This design comes from an exercise in tuning for a short achievable clock period and few clock cycles per item on the open sky130 flow, not from production work. Only simulation tests tie the RTL to the original design; equivalence was not proved. No driver is modelled on the clock port, so clocking that relies on it looks cheaper here than on a real chip. Power and IR drop assume default switching activity.

amber:
// cache_source
module cache_source(
clk,
rst,
PRead_request,
PWrite_request,
PRead_ready,
PWrite_done,
PWrite_data,
PRead_data,
PAddress,
MRead_request,
MWrite_request,
MRead_ready,
MWrite_done,
MWrite_data,
MRead_data,
MAddress
);
input clk;
input rst;
input PRead_request;
input PWrite_request;
input [7:0] PWrite_data;
input [7:0] PAddress;
output [7:0] PRead_data;
output PRead_ready;
output PWrite_done;
input MRead_ready;
input MWrite_done;
input [31:0] MRead_data;
output [7:0] MAddress;
output MRead_request;
output MWrite_request;
output [7:0] MWrite_data;
reg [31:0] blocks[7:0];
reg [2:0] tags[7:0];
reg [7:0] valid;
reg mrq, mwq, prr, pwd;
reg [7:0] prd, maddr, mwdata;
reg busy;
reg fill;       
reg wupd;       
reg whit;       
reg [7:0] line_q;    
reg [31:0] byte_q;   
reg [1:0] off_q;     
reg [31:0] mdata;    
reg [2:0] tag_q;
reg [7:0] fill_ln;
reg [31:0] wupd_b;
reg [7:0] wdata_q;
function [1023:0] sel_even(input [2047:0] v, input integer n);
    integer i;
    begin
        sel_even = 0;
        for (i = 0; i < n; i = i + 1)
            sel_even[8 * i +: 8] = v[16 * i +: 8];
    end
endfunction
function [1023:0] sel_odd(input [2047:0] v, input integer n);
    integer i;
    begin
        sel_odd = 0;
        for (i = 0; i < n; i = i + 1)
            sel_odd[8 * i +: 8] = v[16 * i + 8 +: 8];
    end
endfunction
wire idle = ~busy;
wire rd_answer = mrq & MRead_ready;
wire wr_answer = mwq & MWrite_done;
wire [3:0] lo_n;
wire [7:0] hi_n;
wire [4:0] a_n;
cs_inv5 u_inv(.a(PAddress[4:0]), .y(a_n));
cs_pdec u_pdec(.a(PAddress[4:0]), .a_n(a_n), .en(idle), .lo_n(lo_n), .hi_n(hi_n));
wire [23:0] tag_flat;
genvar g;
generate for (g = 0; g < 8; g = g + 1) begin : tf
    assign tag_flat[3 * g +: 3] = tags[g];
end endgenerate
wire [7:0] m_n;
  ...
For scale: roughly 82 I/O pins, about 0.019 mm^2 of cells after synthesis.
export LEC_CHECK = 0
export ABC_CLOCK_PERIOD_IN_PS = 1000
export CAP_MARGIN = 20
export CORE_MARGIN = 2
export CORE_UTILIZATION = 40
export SETUP_SLACK_MARGIN = 4.5
export SLEW_MARGIN = 20
export SYNTH_HIERARCHICAL = 1
export SYNTH_MINIMUM_KEEP_SIZE = 0
export TNS_END_PERCENT = 100
create_clock -name core_clock -period 5.0 [get_ports {clk}]
standard.sh (not shown) runs the stock make flow with config.mk's settings and CLKGATE_MAP_FILE= SYNTH_SCRIPT=/design/flow/synth_recipe.tcl, a recipe that flattens the netlist after the stock synthesis.
==> flow/flow/run.sh <==
#!/bin/bash
# The standard layout, with two hooks: port buffers made strong after the
# resize step, and after CTS the clock root buffer dropped and timing repaired
# again (see the .tcl files beside this script).
HERE=$(pwd)
export POST_RESIZE_TCL=$HERE/flow/post_resize.tcl
export POST_CTS_TCL=$HERE/flow/post_cts.tcl
bash standard.sh > standard.log 2>&1
status=$?
tail -n 20 standard.log
exit $status
==> flow/flow/post_cts.tcl <==
set block [ord::get_db_block]
set clknet [[$block findBTerm clk] getNet]
set loads [$clknet getITerms]
if {[llength $loads] == 1} {
  set root [[lindex $loads 0] getInst]
  set onet [[$root findITerm X] getNet]
  set sinks {}
  foreach it [$onet getITerms] { if {[$it getInst] != $root} { lappend sinks $it } }
  if {[llength $sinks] <= 4} {
    puts "Removing clock root [$root getName] with [llength $sinks] loads"
    foreach it $sinks { $it disconnect; $it connect $clknet }
    odb::dbInst_destroy $root
    odb::dbNet_destroy $onet
  }
}
# More setup repair passes than the flow's one.
estimate_parasitics -placement
for {set i 0} {$i < 3} {incr i} {
  repair_timing -setup -setup_margin $::env(SETUP_SLACK_MARGIN) -repair_tns 100 -verbose
  estimate_parasitics -placement
}
detailed_placement
estimate_parasitics -placement
report_worst_slack -max
==> flow/flow/post_resize.tcl <==
# Port buffers: strong cells (the resizer leaves some as delay cells).
foreach inst [get_cells -quiet {input* output*}] {
  set m [get_property [get_lib_cells -of_objects $inst] name]
  if {![string match "sky130_fd_sc_hd__*buf*" $m] && ![string match "sky130_fd_sc_hd__dly*" $m]} { continue }
  set want [expr {[string match "input*" [get_name $inst]] ? "sky130_fd_sc_hd__buf_12" : "sky130_fd_sc_hd__buf_6"}]
  if {$m ne $want} { replace_cell $inst $want }
}
amber closes out successfully: all stages finished, all timing, DRC and antenna checks passed.
Testbench counts of amber, summed over its fixed seeds: cycles 103,715, items 24,000.
diff inputs: amber => nickel
Settings: SETUP_SLACK_MARGIN changed from 4.5 to 3.
diff --git a/flow/flow/run.sh b/flow/flow/run.sh
--- a/flow/flow/run.sh
+++ b/flow/flow/run.sh
@@ -2,3 +2,3 @@
 # The standard layout, with two hooks: port buffers made strong after the
-# resize step, and after CTS the clock root buffer dropped and timing repaired
+# resize step, and after CTS timing repaired
 # again (see the .tcl files beside this script).
==> flow/flow/post_cts.tcl <==
# More setup repair passes than the flow's one.
estimate_parasitics -placement
for {set i 0} {$i < 3} {incr i} {
  repair_timing -setup -setup_margin $::env(SETUP_SLACK_MARGIN) -repair_tns 100 -verbose
  estimate_parasitics -placement
}
detailed_placement
estimate_parasitics -placement
report_worst_slack -max
==> run summary <==
In nickel, the power share of the clock group came out 1.2 points above the value in amber. Compared with amber, nickel shows a largest stage delay on the critical path that is 70 ps higher. Comparing combinational fraction of design power for nickel and amber, the smaller number came from nickel. nickel closes out successfully: all stages finished, all timing, DRC and antenna checks passed. Min synthesis-to-layout area growth across nickel and amber: nickel.
Changes in violet relative to nickel:
Settings: a change of SETUP_SLACK_MARGIN from 3 to 4.5.
==> comparison <==
The final layout from nickel, which completed every stage, passed the timing, design-rule and antenna checks at the end of the flow.
violet: no failed stages, no open violations at the end
Comparing nickel and violet, part of the total power dissipated in sequential elements is higher on nickel.
On hold slack: between nickel and violet, it ends up higher for nickel.
The lower wire length came out of nickel.
Against nickel as the reference, violet delivers a higher global-route usage.
Diff nickel and violet: met2 routing resource usage after global routing lower in nickel
[inputs] fjord vs violet
Settings: a change of SETUP_SLACK_MARGIN from 4.5 to 3.
==> flow/run.sh (new file) <==
#!/bin/bash
# synth_recipe.tcl (not shown) runs the flow's synth.tcl, then flattens the netlist and writes it again
# the make line also repeats each setting of config.mk as NAME=value (left out here)
make -C /OpenROAD-flow-scripts/flow DESIGN_CONFIG=/design/flow/config.mk WORK_HOME=/design/flow/orfs CLKGATE_MAP_FILE= SYNTH_SCRIPT=/design/flow/synth_recipe.tcl finish
removed: flow/flow/run.sh
removed: flow/flow/post_cts.tcl
removed: flow/flow/post_resize.tcl
removed: flow/standard.sh
==> run summary <==
- fjord finished end to end and its layout was clean on timing, DRC and antenna.
- Horizontal die dimension essentially unchanged between violet and fjord.
- Core utilization | fjord below violet
- The non-clock buffer count in fjord sits 163 below the value recorded for violet.
- There was hardly any difference in clock-pin slew of the registers on the worst-case setup and hold paths between fjord and violet.
- Of the two candidates, violet has the better number of DRC markers after the initial detailed-route iteration and fjord the worse one.
- The run showing the greater upper clock frequency limit is fjord.
- Post-route cell area was higher in violet than in fjord.
- Sort fjord and violet by fraction of power consumed by combinational cells, ascending, and fjord comes first.
- fjord gives less relative area change from synthesis to final layout than violet did.
- Comparing fjord and violet, the lower detailed route wirelength on metal3 is on fjord.
- Comparing fjord and violet, post-detailed-routing wire length is higher on violet.

-- port drivers added, routing unchanged --
Ports are ideal in the flow. The routed layouts listed here were re-timed in OpenROAD.
Step 1 sets driving cells, clkbuf_16 on the clock port and buf_2 on the other inputs (assumed; they add their load-dependent delay and slew).
Step 2 adds t to the input delays and takes it off the output delays; t is the mean of the earliest and latest rising clock arrival at the registers after step 1. Input paths then give back, and output paths get back, about the clock's delay inside the block.
Three values: ideal ports, drivers, drivers and shift; two values: the first two.
run	t (ns)	slack for setup (ns)	latest minus earliest clock arrival (ns)
amber	0.500	2.882 / 2.661 / 2.161	0.027 / 0.028
nickel	0.605	2.954 / 2.719 / 2.114	0.017 / 0.017
violet	0.640	2.933 / 2.775 / 2.135	0.039 / 0.038
fjord	0.616	2.943 / 2.826 / 2.210	0.020 / 0.020
After both steps every run listed still meets setup and hold. For nickel, which loses most, drivers alone change the setup slack by -0.235 ns; drivers and shift together by -0.840 ns.
